This is an optimization exercise on Yosys and OpenROAD, whose aim is small area, a short achievable clock period and few clock cycles per item, not a production implementation.
Only simulation tests tie the RTL to the original design; equivalence was not proved.
Power figures rest on the tool's default switching activity, not on a simulated workload.

## JK
==> module divider, before the edit <==
module divider #(parameter S = 8, parameter G = 4, parameter LOCAL = 0, parameter MUXF = 0, parameter PROP = 0, parameter P2MASK = 0) (
  input  wire [31:0]  rem_in,
  input  wire [31:0]  d,
  output wire [31:0]  rem_out,
  output wire [S-1:0] qbits
);
  localparam NG = 32 / G;
  localparam LV = (NG > 16) ? 5 : (NG > 8) ? 4 : (NG > 4) ? 3 : (NG > 2) ? 2 : 1;
  wire [31:0] r [0:S];
  assign r[0] = rem_in;
  genvar t, i, j, lv;
  generate
    for (t = 0; t < S; t = t + 1) begin : step
      localparam SH = S - 1 - t;
      localparam PR = ((P2MASK >> t) & 1) ? 2 : PROP;
      wire [31:0] y = d << SH;
      wire        ovf;
      if (SH > 0) begin : hi
        assign ovf = |d[31:32-SH];
      end else begin : nohi
        assign ovf = 1'b0;
      end
      wire [31:0] p = (PR == 0) ? (r[t] ~^ y) : (PR == 1) ? (r[t] | ~y) : (~r[t] | y);
      wire [31:0] g = (PR == 2) ? (~r[t] & y) : (r[t] & ~y);
      wire [NG:0] gc;
      wire [31:0] c;
      assign gc[0] = (PR == 2) ? 1'b0 : 1'b1;
      wire [NG-1:0] GGa, GPa;
      wire [NG-1:0] GL [0:LV];
      wire [NG-1:0] PL [0:LV];
      assign GL[0] = (PR == 2) ? GGa : {GGa[NG-1:1], GGa[0] | GPa[0]};
      assign PL[0] = GPa;
      for (lv = 0; lv < LV; lv = lv + 1) begin : lvl
        for (i = 0; i < NG; i = i + 1) begin : nd
          if ((i >> lv) & 1) begin : cmb
            localparam integer SRC = ((i >> lv) << lv) - 1;
            assign GL[lv+1][i] = GL[lv][i] | PL[lv][i] & GL[lv][SRC];
            assign PL[lv+1][i] = PL[lv][i] & PL[lv][SRC];
          end else begin : pass
            assign GL[lv+1][i] = GL[lv][i];
            assign PL[lv+1][i] = PL[lv][i];
          end
        end
      end
      for (i = 0; i < NG; i = i + 1) begin : grp
        wire [G-1:0] pg, gg;
        assign pg[0] = p[G*i];
        assign gg[0] = g[G*i];
        for (j = 1; j < G; j = j + 1) begin : pre
          assign gg[j] = g[G*i+j] | p[G*i+j] & gg[j-1];
          assign pg[j] = p[G*i+j] & pg[j-1];
        end
        assign GGa[i] = gg[G-1];
        assign GPa[i] = pg[G-1];
        if (LOCAL == 2) begin : pfx
          assign gc[i+1] = GL[LV][i];
        end else begin : rip
          assign gc[i+1] = gg[G-1] | pg[G-1] & gc[i];
        end
        assign c[G*i] = gc[i];
        for (j = 1; j < G; j = j + 1) begin : lc
          if (LOCAL == 0) begin : la
            assign c[G*i+j] = gg[j-1] | pg[j-1] & gc[i];
          end else begin : rp
            assign c[G*i+j] = g[G*i+j-1] | p[G*i+j-1] & c[G*i+j-1];
          end
        end
      end
      wire [31:0] diff = (PR == 0) ? (p ^ c) : (PR == 1) ? (r[t] ^ (~y ^ c)) : (r[t] ^ (y ^ c));
      wire        ge = ((PR == 2) ? ~gc[NG] : gc[NG]) & ~ovf;
      if (MUXF == 0) begin : mx
        assign r[t+1] = ge ? diff : r[t];
      end else begin : xm
        assign r[t+1] = r[t] ^ ({32{ge}} & (~y ^ c));
      end
      assign qbits[S-1-t] = ge;
    end
  endgenerate
  assign rem_out = r[S];
endmodule
==> module divider_top, before the edit <==
module divider_top (
  input  wire        clk,
  input  wire        rst,
  input  wire        start,
  input  wire [31:0] dividend,
  input  wire [31:0] divisor,
  output wire        ready,
  output reg         done,
  output reg  [31:0] quotient
);
  localparam S  = 8;
  localparam K  = (32 + S - 1) / S;           
  localparam CW = (K > 16) ? 5 : (K > 8) ? 4 : (K > 4) ? 3 : (K > 2) ? 2 : 1;
  reg  [31:0]   rem_r;     
  reg  [31:0]   d_r;       
  reg  [K-2:0]  nz_r;      
  reg  [CW-1:0] cnt_r;     
  reg           first_r;   
  reg           busy_r;
  reg           ready_r;
  wire [K-2:0] nz_in;
  genvar gi;
  generate
    for (gi = 0; gi < K - 1; gi = gi + 1) begin : chunk
      assign nz_in[gi] = |divisor[31 - S * gi : 32 - S * (gi + 1)];
    end
  endgenerate
  reg [CW-1:0] zf;
  integer c;
  always @(*) begin
    zf = K - 1;
    for (c = K - 2; c >= 0; c = c - 1)
      if (nz_r[c]) zf = c;
  end
  wire [CW-1:0] z   = first_r ? zf : {CW{1'b0}};
  wire [CW-1:0] cur = first_r ? zf : cnt_r;
  reg [31:0] dn;
  always @(*) begin
    dn = 32'd0;
    for (c = 0; c < K; c = c + 1)
      if (z == c) dn = d_r << (S * c);
  end
  wire [31:0]  rem_n;
  wire [S-1:0] qb;
  divider #(.S(S), .G(4), .LOCAL(0), .MUXF(1), .PROP(1), .P2MASK(0)) u_div (.rem_in(rem_r), .d(dn), .rem_out(rem_n), .qbits(qb));
  wire last   = (cur == 0);
  wire ld     = ~busy_r | last;              
  wire accept = start & ready_r & ~rst;
  always @(posedge clk) begin
    if (ld) begin
      rem_r <= dividend;
      d_r   <= divisor;
    end else begin
      rem_r <= rem_n;
      d_r   <= dn >> S;
    end
    nz_r    <= nz_in;
    cnt_r   <= cur - 1'b1;
    first_r <= ld;
    quotient <= (first_r ? 32'd0 : (quotient << S)) | qb;
  end
  always @(posedge clk) begin
    if (rst) begin
      busy_r  <= 1'b0;
      done    <= 1'b0;
      ready_r <= 1'b1;
    end else begin
      done <= busy_r & last;
      if (accept) begin
        busy_r  <= 1'b1;
        ready_r <= nz_in[0];
      end else begin
        busy_r  <= busy_r & ~last;
        ready_r <= ~busy_r | last | (cur == 1);
      end
    end
  end
  assign ready = ready_r;
endmodule
clock: 130.0 ns
lec_check: 0
abc_area: 1
cap_margin: 20
core_margin: 2
core_utilization: 40
slew_margin: 20
standard.sh (not shown) runs the stock make flow with config.mk's settings and CLKGATE_MAP_FILE= SYNTH_SCRIPT=/design/flow/synth_recipe.tcl, a recipe that flattens the netlist after the stock synthesis.
==> flow/flow/run.sh <==
#!/bin/bash
# The standard layout, with the port buffers made from the plain buffer cell
# (buf_1) rather than the delay buffer the resizer picks by default.
set -euo pipefail
export BUFFER_PORTS_ARGS="-buffer_cell sky130_fd_sc_hd__buf_1"
bash standard.sh > standard.log 2>&1
Testbench counts of JK, summed over its fixed seeds: cycles 7,980, items 3,200.
Input changes introduced in MS (baseline for comparison: JK):
--- a/flow/design.v
+++ b/flow/design.v
@@ -1,6 +1,6 @@
-module divider #(parameter S = 8, parameter G = 4, parameter LOCAL = 0, parameter MUXF = 0, parameter PROP = 0, parameter P2MASK = 0) (
+module divider #(parameter S = 8, parameter G = 4, parameter LOCAL = 0) (
   input  wire [31:0]  rem_in,
   input  wire [31:0]  d,
   output wire [31:0]  rem_out,
   output wire [S-1:0] qbits
 );
@@ -10,27 +10,26 @@
   assign r[0] = rem_in;
   genvar t, i, j, lv;
   generate
     for (t = 0; t < S; t = t + 1) begin : step
       localparam SH = S - 1 - t;
-      localparam PR = ((P2MASK >> t) & 1) ? 2 : PROP;
       wire [31:0] y = d << SH;
       wire        ovf;
       if (SH > 0) begin : hi
         assign ovf = |d[31:32-SH];
       end else begin : nohi
         assign ovf = 1'b0;
       end
-      wire [31:0] p = (PR == 0) ? (r[t] ~^ y) : (PR == 1) ? (r[t] | ~y) : (~r[t] | y);
-      wire [31:0] g = (PR == 2) ? (~r[t] & y) : (r[t] & ~y);
+      wire [31:0] p = r[t] ~^ y;
+      wire [31:0] g = r[t] & ~y;
       wire [NG:0] gc;
       wire [31:0] c;
-      assign gc[0] = (PR == 2) ? 1'b0 : 1'b1;
+      assign gc[0] = 1'b1;
       wire [NG-1:0] GGa, GPa;
       wire [NG-1:0] GL [0:LV];
       wire [NG-1:0] PL [0:LV];
-      assign GL[0] = (PR == 2) ? GGa : {GGa[NG-1:1], GGa[0] | GPa[0]};
+      assign GL[0] = {GGa[NG-1:1], GGa[0] | GPa[0]};
       assign PL[0] = GPa;
       for (lv = 0; lv < LV; lv = lv + 1) begin : lvl
         for (i = 0; i < NG; i = i + 1) begin : nd
           if ((i >> lv) & 1) begin : cmb
             localparam integer SRC = ((i >> lv) << lv) - 1;
@@ -64,17 +63,13 @@
           end else begin : rp
             assign c[G*i+j] = g[G*i+j-1] | p[G*i+j-1] & c[G*i+j-1];
           end
         end
       end
-      wire [31:0] diff = (PR == 0) ? (p ^ c) : (PR == 1) ? (r[t] ^ (~y ^ c)) : (r[t] ^ (y ^ c));
-      wire        ge = ((PR == 2) ? ~gc[NG] : gc[NG]) & ~ovf;
-      if (MUXF == 0) begin : mx
-        assign r[t+1] = ge ? diff : r[t];
-      end else begin : xm
-        assign r[t+1] = r[t] ^ ({32{ge}} & (~y ^ c));
-      end
+      wire [31:0] diff = p ^ c;
+      wire        ge = gc[NG] & ~ovf;
+      assign r[t+1] = ge ? diff : r[t];
       assign qbits[S-1-t] = ge;
     end
   endgenerate
   assign rem_out = r[S];
 endmodule
@@ -86,11 +81,11 @@
   input  wire [31:0] divisor,
   output wire        ready,
   output reg         done,
   output reg  [31:0] quotient
 );
-  localparam S  = 8;
+  localparam S  = 7;
   localparam K  = (32 + S - 1) / S;           
   localparam CW = (K > 16) ? 5 : (K > 8) ? 4 : (K > 4) ? 3 : (K > 2) ? 2 : 1;
   reg  [31:0]   rem_r;     
   reg  [31:0]   d_r;       
   reg  [K-2:0]  nz_r;      
@@ -120,11 +115,11 @@
     for (c = 0; c < K; c = c + 1)
       if (z == c) dn = d_r << (S * c);
   end
   wire [31:0]  rem_n;
   wire [S-1:0] qb;
-  divider #(.S(S), .G(4), .LOCAL(0), .MUXF(1), .PROP(1), .P2MASK(0)) u_div (.rem_in(rem_r), .d(dn), .rem_out(rem_n), .qbits(qb));
+  divider #(.S(S), .G(8), .LOCAL(0)) u_div (.rem_in(rem_r), .d(dn), .rem_out(rem_n), .qbits(qb));
   wire last   = (cur == 0);
   wire ld     = ~busy_r | last;              
   wire accept = start & ready_r & ~rst;
   always @(posedge clk) begin
     if (ld) begin
Per the comparison of MS with JK, areal power density over the cells went down; number of cells in the design after placement went down; wire length of the first global-routing pass went down; slew of the pin with the lowest slew margin went down; average via count per standard cell went down.
From JK to MS the numbers moved as follows: final instance area lower, final critical delay including setup and external delays lower, final hold slack roughly the same, non-clock buffer count lower, amount of wire on met2 after detailed routing lower.
Side by side, number of clock buffers in the layout turned out higher in MS than in JK.
Comparing number of global-route vias before repair for JK and MS, the smaller number came from MS.
Testbench counts of MS, summed over its fixed seeds: cycles 8,917, items 3,200.

========
The RTL this note starts from:
==> flow/design.v <==
module divider #(parameter S = 8, parameter G = 4, parameter LOCAL = 0) (
  input  wire [31:0]  rem_in,
  input  wire [31:0]  d,
  output wire [31:0]  rem_out,
  output wire [S-1:0] qbits
);
  localparam NG = 32 / G;
  localparam LV = (NG > 16) ? 5 : (NG > 8) ? 4 : (NG > 4) ? 3 : (NG > 2) ? 2 : 1;
  wire [31:0] r [0:S];
  assign r[0] = rem_in;
  genvar t, i, j, lv;
  generate
    for (t = 0; t < S; t = t + 1) begin : step
      localparam SH = S - 1 - t;
      wire [31:0] y = d << SH;
      wire        ovf;
      if (SH > 0) begin : hi
        assign ovf = |d[31:32-SH];
      end else begin : nohi
        assign ovf = 1'b0;
      end
      wire [31:0] p = r[t] ~^ y;
      wire [31:0] g = r[t] & ~y;
      wire [NG:0] gc;
      wire [31:0] c;
      assign gc[0] = 1'b1;
      wire [NG-1:0] GGa, GPa;
      wire [NG-1:0] GL [0:LV];
      wire [NG-1:0] PL [0:LV];
      assign GL[0] = {GGa[NG-1:1], GGa[0] | GPa[0]};
      assign PL[0] = GPa;
      for (lv = 0; lv < LV; lv = lv + 1) begin : lvl
        for (i = 0; i < NG; i = i + 1) begin : nd
          if ((i >> lv) & 1) begin : cmb
            localparam integer SRC = ((i >> lv) << lv) - 1;
            assign GL[lv+1][i] = GL[lv][i] | PL[lv][i] & GL[lv][SRC];
            assign PL[lv+1][i] = PL[lv][i] & PL[lv][SRC];
          end else begin : pass
            assign GL[lv+1][i] = GL[lv][i];
            assign PL[lv+1][i] = PL[lv][i];
          end
        end
      end
      for (i = 0; i < NG; i = i + 1) begin : grp
        wire [G-1:0] pg, gg;
        assign pg[0] = p[G*i];
        assign gg[0] = g[G*i];
        for (j = 1; j < G; j = j + 1) begin : pre
          assign gg[j] = g[G*i+j] | p[G*i+j] & gg[j-1];
          assign pg[j] = p[G*i+j] & pg[j-1];
        end
        assign GGa[i] = gg[G-1];
        assign GPa[i] = pg[G-1];
        if (LOCAL == 2) begin : pfx
          assign gc[i+1] = GL[LV][i];
        end else begin : rip
          assign gc[i+1] = gg[G-1] | pg[G-1] & gc[i];
        end
        assign c[G*i] = gc[i];
        for (j = 1; j < G; j = j + 1) begin : lc
          if (LOCAL == 0) begin : la
            assign c[G*i+j] = gg[j-1] | pg[j-1] & gc[i];
          end else begin : rp
            assign c[G*i+j] = g[G*i+j-1] | p[G*i+j-1] & c[G*i+j-1];
          end
        end
      end
      wire [31:0] diff = p ^ c;
      wire        ge = gc[NG] & ~ovf;
      assign r[t+1] = ge ? diff : r[t];
      assign qbits[S-1-t] = ge;
    end
  endgenerate
  assign rem_out = r[S];
endmodule
module divider_top (
  input  wire        clk,
  input  wire        rst,
  input  wire        start,
  input  wire [31:0] dividend,
  input  wire [31:0] divisor,
  output wire        ready,
  output reg         done,
  output reg  [31:0] quotient
);
  localparam S  = 7;
  localparam K  = (32 + S - 1) / S;           
  localparam CW = (K > 16) ? 5 : (K > 8) ? 4 : (K > 4) ? 3 : (K > 2) ? 2 : 1;
  reg  [31:0]   rem_r;     
  reg  [31:0]   d_r;       
  reg  [K-2:0]  nz_r;      
  reg  [CW-1:0] cnt_r;     
  reg           first_r;   
  reg           busy_r;
  reg           ready_r;
  wire [K-2:0] nz_in;
  genvar gi;
  generate
    for (gi = 0; gi < K - 1; gi = gi + 1) begin : chunk
      assign nz_in[gi] = |divisor[31 - S * gi : 32 - S * (gi + 1)];
    end
  endgenerate
  reg [CW-1:0] zf;
  integer c;
  always @(*) begin
    zf = K - 1;
    for (c = K - 2; c >= 0; c = c - 1)
      if (nz_r[c]) zf = c;
  end
  wire [CW-1:0] z   = first_r ? zf : {CW{1'b0}};
  wire [CW-1:0] cur = first_r ? zf : cnt_r;
  reg [31:0] dn;
  always @(*) begin
    dn = 32'd0;
    for (c = 0; c < K; c = c + 1)
      if (z == c) dn = d_r << (S * c);
  end
  wire [31:0]  rem_n;
  wire [S-1:0] qb;
  divider #(.S(S), .G(4), .LOCAL(0)) u_div (.rem_in(rem_r), .d(dn), .rem_out(rem_n), .qbits(qb));
  wire last   = (cur == 0);
  wire ld     = ~busy_r | last;              
  wire accept = start & ready_r & ~rst;
  always @(posedge clk) begin
    if (ld) begin
      rem_r <= dividend;
      d_r   <= divisor;
    end else begin
      rem_r <= rem_n;
      d_r   <= dn >> S;
    end
    nz_r    <= nz_in;
    cnt_r   <= cur - 1'b1;
    first_r <= ld;
    quotient <= (first_r ? 32'd0 : (quotient << S)) | qb;
  end
  always @(posedge clk) begin
    if (rst) begin
      busy_r  <= 1'b0;
      done    <= 1'b0;
      ready_r <= 1'b1;
    end else begin
      done <= busy_r & last;
      if (accept) begin
        busy_r  <= 1'b1;
        ready_r <= nz_in[0];
      end else begin
        busy_r  <= busy_r & ~last;
        ready_r <= ~busy_r | last | (cur == 1);
      end
    end
  end
  assign ready = ready_r;
endmodule
Settings: LEC_CHECK=0, ABC_AREA=1, CAP_MARGIN=20, CORE_MARGIN=2, CORE_UTILIZATION=40, SLEW_MARGIN=20; clock period 130.0 ns.
Scripts as last shown in full above: flow/flow/run.sh
Testbench counts at the start, summed over its fixed seeds: cycles 8,917, items 3,200.
Then changed:
--- a/flow/design.v
+++ b/flow/design.v
@@ -86,53 +86,44 @@
   localparam S  = 7;
   localparam K  = (32 + S - 1) / S;           
   localparam CW = (K > 16) ? 5 : (K > 8) ? 4 : (K > 4) ? 3 : (K > 2) ? 2 : 1;
   reg  [31:0]   rem_r;     
   reg  [31:0]   d_r;       
-  reg  [K-2:0]  nz_r;      
   reg  [CW-1:0] cnt_r;     
   reg           first_r;   
   reg           busy_r;
   reg           ready_r;
-  wire [K-2:0] nz_in;
-  genvar gi;
-  generate
-    for (gi = 0; gi < K - 1; gi = gi + 1) begin : chunk
-      assign nz_in[gi] = |divisor[31 - S * gi : 32 - S * (gi + 1)];
-    end
-  endgenerate
-  reg [CW-1:0] zf;
+  reg [CW-1:0] zin;
   integer c;
   always @(*) begin
-    zf = K - 1;
+    zin = K - 1;
     for (c = K - 2; c >= 0; c = c - 1)
-      if (nz_r[c]) zf = c;
+      if ((divisor >> (32 - S * (c + 1))) != 32'd0) zin = c;
   end
-  wire [CW-1:0] z   = first_r ? zf : {CW{1'b0}};
-  wire [CW-1:0] cur = first_r ? zf : cnt_r;
+  wire [CW-1:0] z = first_r ? cnt_r : {CW{1'b0}};
   reg [31:0] dn;
   always @(*) begin
     dn = 32'd0;
     for (c = 0; c < K; c = c + 1)
       if (z == c) dn = d_r << (S * c);
   end
   wire [31:0]  rem_n;
   wire [S-1:0] qb;
-  divider #(.S(S), .G(4), .LOCAL(0)) u_div (.rem_in(rem_r), .d(dn), .rem_out(rem_n), .qbits(qb));
-  wire last   = (cur == 0);
+  divider #(.S(S), .G(8), .LOCAL(0)) u_div (.rem_in(rem_r), .d(dn), .rem_out(rem_n), .qbits(qb));
+  wire last   = (cnt_r == 0);
   wire ld     = ~busy_r | last;              
   wire accept = start & ready_r & ~rst;
   always @(posedge clk) begin
     if (ld) begin
       rem_r <= dividend;
       d_r   <= divisor;
+      cnt_r <= zin;
     end else begin
       rem_r <= rem_n;
       d_r   <= dn >> S;
+      cnt_r <= cnt_r - 1'b1;
     end
-    nz_r    <= nz_in;
-    cnt_r   <= cur - 1'b1;
     first_r <= ld;
     quotient <= (first_r ? 32'd0 : (quotient << S)) | qb;
   end
   always @(posedge clk) begin
     if (rst) begin
@@ -141,14 +132,14 @@
       ready_r <= 1'b1;
     end else begin
       done <= busy_r & last;
       if (accept) begin
         busy_r  <= 1'b1;
-        ready_r <= nz_in[0];
+        ready_r <= (zin == 0);
       end else begin
         busy_r  <= busy_r & ~last;
-        ready_r <= ~busy_r | last | (cur == 1);
+        ready_r <= ~busy_r | last | (cnt_r == 1);
       end
     end
   end
   assign ready = ready_r;
 endmodule
After rerunning: Critical path depth came out higher by 6. Maximum frequency decreases by 0.82%. Worst setup slack is worse by 0.22 ns. Wire length goes down by about 8%. Combinational power rises by 23%. Power rises by about 11%. Hold slack is better by 0.013 ns. First-iteration DRC count goes down by 23%. Non-clock buffer count went up by 3. Global-route usage decreases by 1.9 points. Flip-flop and latch count shrinks by 4. Area after synthesis is about the same.
Testbench counts after the change, summed over its fixed seeds: cycles 8,917, items 3,200.

==> separate check: timing with driven ports <==
The results above use ideal ports. As a check the final layouts listed here were re-extracted and re-timed, cells and wires unchanged.
Step 1, drivers: a clkbuf_16 drives clk and a buf_2 each remaining input, both assumed.
Step 2 moves the port delays by t, midway between the first and last clock arrival at a register: inputs arrive t later, outputs are due t later. That takes back most of the time a late clock gives input paths.
Slacks: ideal ports / drivers / drivers and shift; pairs: ideal ports / drivers.
run | t (ns) | setup slack, ns | hold slack, ns
JK | 0.451 | 103.085 / 103.031 / 102.931 | 0.419 / 0.419 / 0.419
MS | 0.419 | 103.130 / 103.074 / 103.075 | 0.421 / 0.421 / 0.421
the first run of note 2 | 0.429 | 103.050 / 103.002 / 102.936 | 0.406 / 0.406 / 0.406
the second run of note 2 | 0.422 | 102.828 / 102.861 / 102.438 | 0.419 / 0.419 / 0.419
After both steps setup and hold are still met in every run listed. For the second run of note 2, which loses most, drivers alone change the setup slack by +0.033 ns; drivers and shift together by -0.390 ns.
